Background: an optimization exercise with open tools, aiming at small area. Do not read the settings as production practice.
In this exercise RTL edits were held to simulation tests only and were not proved equivalent to the original.

Setup of the reference run:
// top_module
module top_module(
    input wire clk,
    input wire rst,
    input wire spi_mosi,
    input wire spi_cs_n,
    input wire mic_data_1,
    input wire mic_data_2,
    output wire [7:0] out,
    output wire pos,
    output wire neg
);
==> module spi_port, before the edit <==
module spi_port (
    input wire clk,
    input wire rst,
    input wire spi_mosi,
    input wire spi_cs_n,
    output wire cap_now,           
    output wire nxt_a0,            
    output wire nxt_a1,            
    output reg [7:0] value,
    output wire a0,                
    output wire a1,                
    output wire lt8                
);
    reg [10:0] shift_reg;          
    reg [2:0] zeros;               
    reg cs_low_prev;
    reg [1:0] cls;                 
    wire nxt_lt8 = (zeros == 3'd5);
    assign nxt_a0  = nxt_lt8 & (shift_reg[10:8] == 3'd0);
    assign nxt_a1  = nxt_lt8 & (shift_reg[10:8] == 3'd1);
    assign cap_now = spi_cs_n & cs_low_prev;
    assign a0  = (cls == 2'd0);
    assign a1  = (cls == 2'd1);
    assign lt8 = (cls != 2'd3);
    always @(posedge clk) begin
        if (rst) begin
            shift_reg <= 11'b0;
            zeros <= 3'd5;
            cs_low_prev <= 1'b0;
            value <= 8'b0;
            cls <= 2'd0;
        end else begin
            cs_low_prev <= ~spi_cs_n;
            if (!spi_cs_n) begin
                shift_reg <= {shift_reg[9:0], spi_mosi};
                if (shift_reg[10]) zeros <= 3'd0;
                else if (!nxt_lt8) zeros <= zeros + 3'd1;
            end else if (cs_low_prev) begin
                value <= shift_reg[7:0];
                cls <= {~nxt_a0 & ~nxt_a1, ~nxt_a0 & (~nxt_lt8 | nxt_a1)};
            end
        end
    end
endmodule
==> module buffer, before the edit <==
module buffer (
    input wire clk,
    input wire rst,
    input wire en,
    input wire data_1,
    input wire data_2,
    input wire flen_gt1,
    output reg [7:0] corr,
    output reg pos,
    output reg neg
);
    reg [255:0] shift_reg_1;
    reg [255:0] shift_reg_2;
    reg seen, full;
    reg [7:0] lfsr;
    wire lfsr_home = (lfsr == 8'h01);
    reg [7:0] corr_neg;
    reg [7:0] corr_pos;
    wire v0   = seen;
    wire v255 = full;
    wire v254 = full | (seen & lfsr_home);
    wire n1_0   = v0 & shift_reg_1[0];
    wire n2_0   = v0 & shift_reg_2[0];
    wire o1_255 = v255 & shift_reg_1[255];
    wire o2_255 = v255 & shift_reg_2[255];
    wire o1_254 = v254 & shift_reg_1[254];
    wire o2_254 = v254 & shift_reg_2[254];
    function [7:0] step(input [7:0] x, input up, input dn);
        integer i;
        reg u, d;
        begin
            u = up & ~dn;
            d = dn & ~up;
            for (i = 0; i < 8; i = i + 1) begin
                step[i] = x[i] ^ (u | d);
                u = u & x[i];
                d = d & ~x[i];
            end
        end
    endfunction
    always @(posedge clk) begin
        if (en) begin
            shift_reg_1 <= {shift_reg_1[254:0], data_1};
            shift_reg_2 <= {shift_reg_2[254:0], data_2};
        end
    end
    always @(posedge clk) begin
        if (rst) begin
            seen <= 1'b0;
            full <= 1'b0;
            lfsr <= 8'h01;
            corr_neg <= 8'b0;
            corr_pos <= 8'b0;
        end else if (en) begin
            seen <= 1'b1;
            if (v254) full <= 1'b1;
            lfsr <= {lfsr[6:0], lfsr[7] ^ lfsr[5] ^ lfsr[4] ^ lfsr[3]};
            if (flen_gt1) begin
                corr_neg <= step(corr_neg, n1_0 ^ data_2, o1_255 ^ o2_254);
                corr_pos <= step(corr_pos, data_1 ^ n2_0, o1_254 ^ o2_255);
            end
        end
    end
    always @(posedge clk or posedge rst) begin
        if (rst) begin
            corr <= 8'b0;
            pos <= 1'b0;
            neg <= 1'b0;
        end else if (en) begin
            corr <= step(corr, data_1 ^ data_2, o1_255 ^ o2_255);
            neg <= corr_neg < corr_pos;
            pos <= corr_pos < corr_neg;
        end
    end
endmodule
export LEC_CHECK = 0
export CAP_MARGIN = 20
export CORE_MARGIN = 2
export CORE_UTILIZATION = 70
export SLEW_MARGIN = 20
create_clock -name core_clock -period 8.0 [get_ports {clk}]
standard.sh (not shown) runs the stock make flow with config.mk's settings and CLKGATE_MAP_FILE= SYNTH_SCRIPT=/design/flow/synth_recipe.tcl, a recipe that flattens the netlist after the stock synthesis.
==> flow/flow/run.sh <==
#!/bin/bash
# The standard ORFS layout, with two changes: clock tree synthesis without
# dummy loads, and port buffers of the smallest buffer cell.
set -euo pipefail
export CTS_ARGS="-sink_clustering_enable -repair_clock_nets -buf_list sky130_fd_sc_hd__clkbuf_8 -sink_clustering_size 20 -sink_clustering_max_diameter 60 -dont_use_dummy_load"
export BUFFER_PORTS_ARGS="-buffer_cell sky130_fd_sc_hd__buf_1"
bash standard.sh finish > standard_flow.log 2>&1
> inputs changed (the reference run -> the trial run)
-- flow/design.v --
<<< the reference run, line 28
            zeros <= 3'd5;
            cs_low_prev <= 1'b0;
            value <= 8'b0;
            cls <= 2'd0;
        end else begin
            cs_low_prev <= ~spi_cs_n;
>>> the trial run, line 28
            zeros <= 3'd5;
            cs_low_prev <= 1'b0;
            cls <= 2'd3;
        end else begin
            cs_low_prev <= ~spi_cs_n;
<<< the reference run, line 37
                else if (!nxt_lt8) zeros <= zeros + 3'd1;
            end else if (cs_low_prev) begin
                value <= shift_reg[7:0];
                cls <= {~nxt_a0 & ~nxt_a1, ~nxt_a0 & (~nxt_lt8 | nxt_a1)};
            end
        end
    end
endmodule
module config_memory (
>>> the trial run, line 36
                else if (!nxt_lt8) zeros <= zeros + 3'd1;
            end else if (cs_low_prev) begin
                cls <= {~nxt_a0 & ~nxt_a1, ~nxt_a0 & (~nxt_lt8 | nxt_a1)};
            end
        end
    end
    always @(posedge clk)
        if (cap_now) value <= shift_reg[7:0];
endmodule
module config_memory (
<<< the reference run, line 163
        end
    end
    always @(posedge clk) begin
        if (rst) begin
>>> the trial run, line 163
        end
    end
    wire en_sums = en & flen_gt1;
    always @(posedge clk) begin
        if (rst) begin
<<< the reference run, line 168
            full <= 1'b0;
            lfsr <= 8'h01;
            corr_neg <= 8'b0;
            corr_pos <= 8'b0;
        end else if (en) begin
            seen <= 1'b1;
            if (v254) full <= 1'b1;
            lfsr <= {lfsr[6:0], lfsr[7] ^ lfsr[5] ^ lfsr[4] ^ lfsr[3]};
            if (flen_gt1) begin
                corr_neg <= step(corr_neg, n1_0 ^ data_2, o1_255 ^ o2_254);
                corr_pos <= step(corr_pos, data_1 ^ n2_0, o1_254 ^ o2_255);
            end
        end
    end
>>> the trial run, line 169
            full <= 1'b0;
            lfsr <= 8'h01;
        end else if (en) begin
            seen <= 1'b1;
            if (v254) full <= 1'b1;
            lfsr <= {lfsr[6:0], lfsr[7] ^ lfsr[5] ^ lfsr[4] ^ lfsr[3]};
        end
        if (rst) begin
            corr_neg <= 8'b0;
            corr_pos <= 8'b0;
        end else begin
            corr_neg <= step(corr_neg, en_sums & (n1_0 ^ data_2), en_sums & (o1_255 ^ o2_254));
            corr_pos <= step(corr_pos, en_sums & (data_1 ^ n2_0), en_sums & (o1_254 ^ o2_255));
        end
    end
<<< the reference run, line 185
            pos <= 1'b0;
            neg <= 1'b0;
        end else if (en) begin
            corr <= step(corr, data_1 ^ data_2, o1_255 ^ o2_255);
            neg <= corr_neg < corr_pos;
            pos <= corr_pos < corr_neg;
        end
    end
>>> the trial run, line 187
            pos <= 1'b0;
            neg <= 1'b0;
        end else begin
            corr <= step(corr, en & (data_1 ^ data_2), en & (o1_255 ^ o2_255));
            if (en) begin
                neg <= corr_neg < corr_pos;
                pos <= corr_pos < corr_neg;
            end
        end
    end
[summary]
The reference run -> the trial run: number of distinct library cell variants in the gate-level netlist after synthesis increased by a few percent
Sequential area share after synthesis in the trial run is 0.26 points higher than in the reference run
In the trial run the fraction of synthesized cell area in xor and xnor cells turned out 0.48 points higher than in the reference run.
Delta (the trial run minus the reference run): cell area was more or less identical, number of buffers on the longest clock path was more or less identical, synthesis-to-layout area growth was more or less identical, setup slack went down by 1.25 ns, number of buffers inserted to repair setup after CTS was more or less identical.
Taking the reference run as the reference, in the trial run clock distribution area overhead in the final layout stayed essentially flat, met1 capacity usage during global routing fell by 1.3 points.
Going from the reference run to the trial run, max-slew violation total from the final report about even, count of plain and timing-repair buffers rose 1, instance count on the critical path rose 3.

[afterwards: timing with drivers on the ports]
How much do the figures lean on ideal ports? The routed layouts below were timed once more, with nothing changed but the port constraints.
Step 1, drivers: a clkbuf_16 drives clk and a buf_2 each remaining input, both assumed.
Step 2, shift: input delay + t, output delay - t, t = (earliest + latest rising clock arrival at the registers) / 2. This alone moves slack from input paths to output paths.
Three values: ideal, step 1, step 2; two values: the first two.
| run | shift t [ns] | setup WS [ns] | worst hold slack (ns) | worst setup path after step 2 | pins driven straight from the clock port |
|---|---|---|---|---|---|
| the reference run | 0.585 | 4.922 / 4.922 / 4.386 | 0.381 / 0.381 / 0.381 | input to register | 1 |
| the trial run | 0.582 | 3.675 / 3.675 / 3.675 | 0.396 / 0.396 / 0.396 | register to register | 1 |
After both steps setup and hold are still met in every run listed. The setup slack of the reference run, which loses most, moves by 0.000 ns with the drivers and by -0.536 ns with both steps.
